Source: an optimization exercise on an open RTL-to-GDS flow (aim: small area, a short achievable clock period and few clock cycles). Production flows keep margins and buffers that such runs may drop. At most, simulation tests tie the RTL to the original design; equivalence was not proved.

== lane 1 ==
==> module DivDebug, before the edit <==
module DivDebug(
  input         clock,
                reset,
                io_v,
  input  [31:0] io_a,
                io_b,
  input  [1:0]  io_op,
  output [31:0] io_res,
  output        io_res_valid
);
  localparam [2:0] S_IDLE = 3'd0, S_BIAS = 3'd1, S_ALIGN = 3'd2, S_DIV = 3'd3,
                   S_FIX = 3'd4, S_DONE = 3'd5;
  reg [2:0]  state;
  reg [32:0] R;       
  reg [32:0] Dx;      
  reg [31:0] Q;       
  reg [5:0]  cnt;
  reg        sa;      
  reg        cin;     
  reg        rq;      
  reg        fix;     
  reg        nq;      
  reg        valid;
  wire signd = ~io_op[0];
  wire in_sa = signd & io_a[31];
  wire in_sb = signd & io_b[31];
  wire in_bz = ~|io_b;
  wire in_fix = io_op[1] ? in_sa : (in_sa ^ in_sb);
  wire [32:0] T;
  PrefixAdd33 add_u (.a(R), .b(Dx), .ci(cin), .s(T));
  wire        acc = T[32] ~^ sa;
  wire        grow = acc & (Dx[32] ~^ Dx[31]);
  wire        last = (cnt == 6'd0);
  wire        step = (state == S_DIV) | ((state == S_ALIGN) & ~grow);
  wire [31:0] Qn = {Q[30:0], (acc & step) ^ nq};
  always @(posedge clock) begin
    if (reset) begin
      state <= S_IDLE;
      valid <= 1'b0;
    end else begin
      valid <= 1'b0;
      case (state)
        S_IDLE: if (io_v) begin
          state <= in_bz ? S_DONE : (in_sa ? S_BIAS : S_ALIGN);
          valid <= in_bz;
        end
        S_BIAS: state <= S_ALIGN;
        S_ALIGN, S_DIV: if (step & last) begin
          state <= fix ? S_FIX : S_DONE;
          valid <= ~fix;
        end else if (step) state <= S_DIV;
        S_FIX: begin state <= S_DONE; valid <= 1'b1; end
        default: state <= S_IDLE;
      endcase
    end
  end
  always @(posedge clock) begin
    Q <= Qn;
    case (state)
      S_IDLE: begin
        R   <= {in_sa & ~in_bz, io_a | {32{in_bz & ~io_op[1]}}};
        Dx  <= in_sa ? {33{1'b1}} : ({in_sb, io_b} ^ {33{~in_sb}});
        Q   <= {32{in_fix & ~io_op[1]}};
        cnt <= 6'd0;
        sa  <= in_sa;
        cin <= ~in_sa & ~in_sb;
        rq  <= io_op[1];
        fix <= in_fix;
        nq  <= in_fix & ~io_op[1];
      end
      S_BIAS: begin
        R   <= T;
        Dx  <= {in_sb, io_b} ^ {33{in_sb}};
        cin <= in_sb;
      end
      S_ALIGN, S_DIV: begin
        if (!step) begin
          Dx  <= {Dx[31:0], cin};
          cnt <= cnt + 6'd1;
        end else begin
          cnt <= cnt - 6'd1;
          if (last) begin
            if (rq) begin if (acc) R <= T; end
            else R <= {1'b0, Qn};
            Dx  <= 33'd0;
            cin <= 1'b1;
          end else begin
            if (acc) R <= T;
            Dx <= {Dx[32], Dx[32:1]};
          end
        end
      end
      S_FIX: R <= T;
      default: ;
    endcase
  end
  assign io_res = R[31:0];
  assign io_res_valid = valid;
endmodule
Settings: LEC_CHECK=0, CAP_MARGIN=20, CORE_MARGIN=2, CORE_UTILIZATION=40, SETUP_SLACK_MARGIN=3.0, SLEW_MARGIN=20; clock period 6.0 ns.
run.sh (not shown) runs the stock make flow with config.mk's settings and CLKGATE_MAP_FILE= SYNTH_SCRIPT=/design/flow/synth_recipe.tcl, a recipe that flattens the netlist after the stock synthesis.
### lane 1 -> lane 2
--- a/flow/design.v
+++ b/flow/design.v
@@ -29,10 +29,21 @@
   wire [32:0] T;
   PrefixAdd33 add_u (.a(R), .b(Dx), .ci(cin), .s(T));
   wire        acc = T[32] ~^ sa;
   wire        grow = acc & (Dx[32] ~^ Dx[31]);
-  wire        last = (cnt == 6'd0);
-  wire        step = (state == S_DIV) | ((state == S_ALIGN) & ~grow);
+  wire [7:0]  nzR, nzD;
+  wire [7:0]  zDup;     
+  genvar n;
+  generate
+    for (n = 0; n < 8; n = n + 1) begin : nib
+      assign nzR[n] = R[4*n+3:4*n] != {4{R[32]}};
+      assign nzD[n] = Dx[4*n+3:4*n] != {4{Dx[32]}};
+      assign zDup[n] = ~|nzD[7:n];
+    end
+  endgenerate
+  wire        big = |(nzR[7:1] & zDup[6:0]);
+  wire        last = (state == S_DIV) ? (cnt == 6'd1) : (cnt == 6'd0);
+  wire        step = (state == S_DIV) | ((state == S_ALIGN) & ~grow & ~big);
   wire [31:0] Qn = {Q[30:0], (acc & step) ^ nq};
   always @(posedge clock) begin
     if (reset) begin
       state <= S_IDLE;
@@ -74,12 +85,17 @@
         cin <= in_sb;
       end
       S_ALIGN, S_DIV: begin
         if (!step) begin
-          Dx  <= {Dx[31:0], cin};
-          cnt <= cnt + 6'd1;
+          if (big) begin
+            Dx  <= {Dx[28:0], {4{cin}}};
+            cnt <= cnt + 6'd4;
+          end else begin
+            Dx  <= {Dx[31:0], cin};
+            cnt <= cnt + 6'd1;
+          end
         end else begin
-          cnt <= cnt - 6'd1;
+          if (state == S_DIV) cnt <= cnt - 6'd1;
           if (last) begin
             if (rq) begin if (acc) R <= T; end
             else R <= {1'b0, Qn};
             Dx  <= 33'd0;
Findings:
Higher global-route wire length before repair among lane 2 and lane 1: lane 2. Actual slew at the worst max-slew pin was lower in the run labelled lane 2. Cell count (lane 2 vs. lane 1) increases by more than 10%. Going from lane 1 to lane 2, area added between synthesis and finish shrinks by 8.7 points. On via density per instance: between lane 2 and lane 1, it ends up lower for lane 2. Compared to lane 1, the routing of lane 2 uses more wire. Relative to lane 1, routing usage on met2 has gone up in lane 2. Against lane 1, synthesized area in lane 2 came out worse. Lane 1 and lane 2 ended up with roughly the same maximum frequency. Of lane 2 and lane 1, the run reporting the higher worst path arrival time was lane 2. Compared with lane 1, lane 2 shows a largest fanout of any net on the critical path that is 5 higher. Looking at capture point of the worst path, the Dx[21] result is from lane 2; the cnt[4] one comes from lane 1.
No run of this note included a check of the RTL's function; only the layout flow was run.

========
DivDebug, a different RTL version from the one above (not shown whole).
Size in the first run: roughly 100 I/O pins, about 0.0086 mm^2 of cells after synthesis.
==> module DivDebug, before the edit <==
module DivDebug(
  input         clock,
                reset,
                io_v,
  input  [31:0] io_a,
                io_b,
  input  [1:0]  io_op,
  output [31:0] io_res,
  output        io_res_valid
);
  localparam [2:0] S_IDLE = 3'd0, S_BIAS = 3'd1, S_ALIGN = 3'd2, S_DIV = 3'd3,
                   S_FIX = 3'd4, S_DONE = 3'd5;
  reg [2:0]  state;
  reg [32:0] R;       
  reg [32:0] Dx;      
  reg [31:0] Q;       
  reg [5:0]  cnt;
  reg        sa;      
  reg        cin;     
  reg        rq;      
  reg        fix;     
  reg        nq;      
  reg        valid;
  wire signd = ~io_op[0];
  wire in_sa = signd & io_a[31];
  wire in_sb = signd & io_b[31];
  wire in_bz = ~|io_b;
  wire in_fix = io_op[1] ? in_sa : (in_sa ^ in_sb);
  wire [33:0] T1 = {R, 1'b1} + {Dx, cin};
  wire [32:0] T = T1[33:1];
  wire        acc = T[32] ~^ sa;
  wire        grow = acc & (Dx[32] ~^ Dx[31]);
  wire [7:0]  nzR, nzD;
  wire [7:0]  zDup;     
  genvar n;
  generate
    for (n = 0; n < 8; n = n + 1) begin : nib
      assign nzR[n] = R[4*n+3:4*n] != {4{R[32]}};
      assign nzD[n] = Dx[4*n+3:4*n] != {4{Dx[32]}};
      assign zDup[n] = ~|nzD[7:n];
    end
  endgenerate
  wire        big = |(nzR[7:1] & zDup[6:0]);
  wire        last = (state == S_DIV) ? (cnt == 6'd1) : (cnt == 6'd0);
  wire        step = (state == S_DIV) | ((state == S_ALIGN) & ~grow & ~big);
  wire [31:0] Qn = {Q[30:0], (acc & step) ^ nq};
  always @(posedge clock) begin
    if (reset) begin
      state <= S_IDLE;
      valid <= 1'b0;
    end else begin
      valid <= 1'b0;
      case (state)
        S_IDLE: if (io_v) begin
          state <= in_bz ? S_DONE : (in_sa ? S_BIAS : S_ALIGN);
          valid <= in_bz;
        end
        S_BIAS: state <= S_ALIGN;
        S_ALIGN, S_DIV: if (step & last) begin
          state <= fix ? S_FIX : S_DONE;
          valid <= ~fix;
        end else if (step) state <= S_DIV;
        S_FIX: begin state <= S_DONE; valid <= 1'b1; end
        default: state <= S_IDLE;
      endcase
    end
  end
  always @(posedge clock) begin
    Q <= Qn;
    case (state)
      S_IDLE: begin
        R   <= {in_sa & ~in_bz, io_a | {32{in_bz & ~io_op[1]}}};
        Dx  <= in_sa ? {33{1'b1}} : ({in_sb, io_b} ^ {33{~in_sb}});
        Q   <= {32{in_fix & ~io_op[1]}};
        cnt <= 6'd0;
        sa  <= in_sa;
        cin <= ~in_sa & ~in_sb;
        rq  <= io_op[1];
        fix <= in_fix;
        nq  <= in_fix & ~io_op[1];
      end
      S_BIAS: begin
        R   <= T;
        Dx  <= {in_sb, io_b} ^ {33{in_sb}};
        cin <= in_sb;
      end
      S_ALIGN, S_DIV: begin
        if (!step) begin
          if (big) begin
            Dx  <= {Dx[28:0], {4{cin}}};
            cnt <= cnt + 6'd4;
          end else begin
            Dx  <= {Dx[31:0], cin};
            cnt <= cnt + 6'd1;
          end
        end else begin
          if (state == S_DIV) cnt <= cnt - 6'd1;
          if (last) begin
            if (rq) begin if (acc) R <= T; end
            else R <= {1'b0, Qn};
            Dx  <= 33'd0;
            cin <= 1'b1;
          end else begin
            if (acc) R <= T;
            Dx <= {Dx[32], Dx[32:1]};
          end
        end
      end
      S_FIX: R <= T;
      default: ;
    endcase
  end
  assign io_res = R[31:0];
  assign io_res_valid = valid;
endmodule
Settings: LEC_CHECK=0, CAP_MARGIN=20, CORE_MARGIN=2, CORE_UTILIZATION=40, SETUP_SLACK_MARGIN=3.0, SLEW_MARGIN=20; clock period 6.0 ns.
Testbench counts at the start, summed over its fixed seeds: cycles 35,474.
Change:
--- a/flow/design.v
+++ b/flow/design.v
@@ -26,23 +26,11 @@
   wire in_sb = signd & io_b[31];
   wire in_bz = ~|io_b;
   wire in_fix = io_op[1] ? in_sa : (in_sa ^ in_sb);
-  wire [33:0] T1 = {R, 1'b1} + {Dx, cin};
-  wire [32:0] T = T1[33:1];
+  wire [32:0] T = R + Dx + {32'd0, cin};
   wire        acc = T[32] ~^ sa;
   wire        grow = acc & (Dx[32] ~^ Dx[31]);
-  wire [7:0]  nzR, nzD;
-  wire [7:0]  zDup;     
-  genvar n;
-  generate
-    for (n = 0; n < 8; n = n + 1) begin : nib
-      assign nzR[n] = R[4*n+3:4*n] != {4{R[32]}};
-      assign nzD[n] = Dx[4*n+3:4*n] != {4{Dx[32]}};
-      assign zDup[n] = ~|nzD[7:n];
-    end
-  endgenerate
-  wire        big = |(nzR[7:1] & zDup[6:0]);
-  wire        last = (state == S_DIV) ? (cnt == 6'd1) : (cnt == 6'd0);
-  wire        step = (state == S_DIV) | ((state == S_ALIGN) & ~grow & ~big);
+  wire        last = (cnt == 6'd0);
+  wire        step = (state == S_DIV) | ((state == S_ALIGN) & ~grow);
   wire [31:0] Qn = {Q[30:0], (acc & step) ^ nq};
   always @(posedge clock) begin
     if (reset) begin
@@ -86,15 +74,10 @@
       end
       S_ALIGN, S_DIV: begin
         if (!step) begin
-          if (big) begin
-            Dx  <= {Dx[28:0], {4{cin}}};
-            cnt <= cnt + 6'd4;
-          end else begin
-            Dx  <= {Dx[31:0], cin};
-            cnt <= cnt + 6'd1;
-          end
+          Dx  <= {Dx[31:0], cin};
+          cnt <= cnt + 6'd1;
         end else begin
-          if (state == S_DIV) cnt <= cnt - 6'd1;
+          cnt <= cnt - 6'd1;
           if (last) begin
             if (rq) begin if (acc) R <= T; end
             else R <= {1'b0, Qn};
The changed run passed the timing, DRC and antenna checks.
Hold slack gets worse by 4.2 ps.
Routed wire length fell by about 23%.
Global-route usage fell by 2.9 points.
Setup slack gets worse by 360 ps.
Count of clock-buffer cells in the layout fell by 1.
Area after synthesis fell by about 9%.
Sequential cell count does not change.
Die area fell by 8.5%.
Core utilization fell by 6.6 points.
No functional check of the RTL was part of the second run of this note.

## separate check: timing with driven ports
The flow's constraints put no driver on any port. The routed layouts listed below were extracted and timed again, unchanged, in two steps.
Step 1 assumes that a clkbuf_16 drives the clock port and a buf_2 every other input.
Step 2 adds t to the input delays and takes it off the output delays; t is the mean of the earliest and latest rising clock arrival at the registers after step 1. Input paths then give back, and output paths get back, about the clock's delay inside the block.
Three values: no drivers, after step 1, after step 2; two values: the first two.
run	shift t [ns]	slack for setup (ns)	worst data-port slew with drivers (ns)
lane 1	0.403	1.501 / 1.501 / 1.501	0.04
lane 2	0.410	1.507 / 1.507 / 1.507	0.04
the first run of note 2	0.408	2.553 / 2.553 / 2.407	0.04
the second run of note 2	0.410	2.188 / 2.188 / 2.188	0.05
After both steps every run listed still meets setup and hold. For the first run of note 2, which loses most, drivers alone change the setup slack by 0.000 ns; drivers and shift together by -0.146 ns.
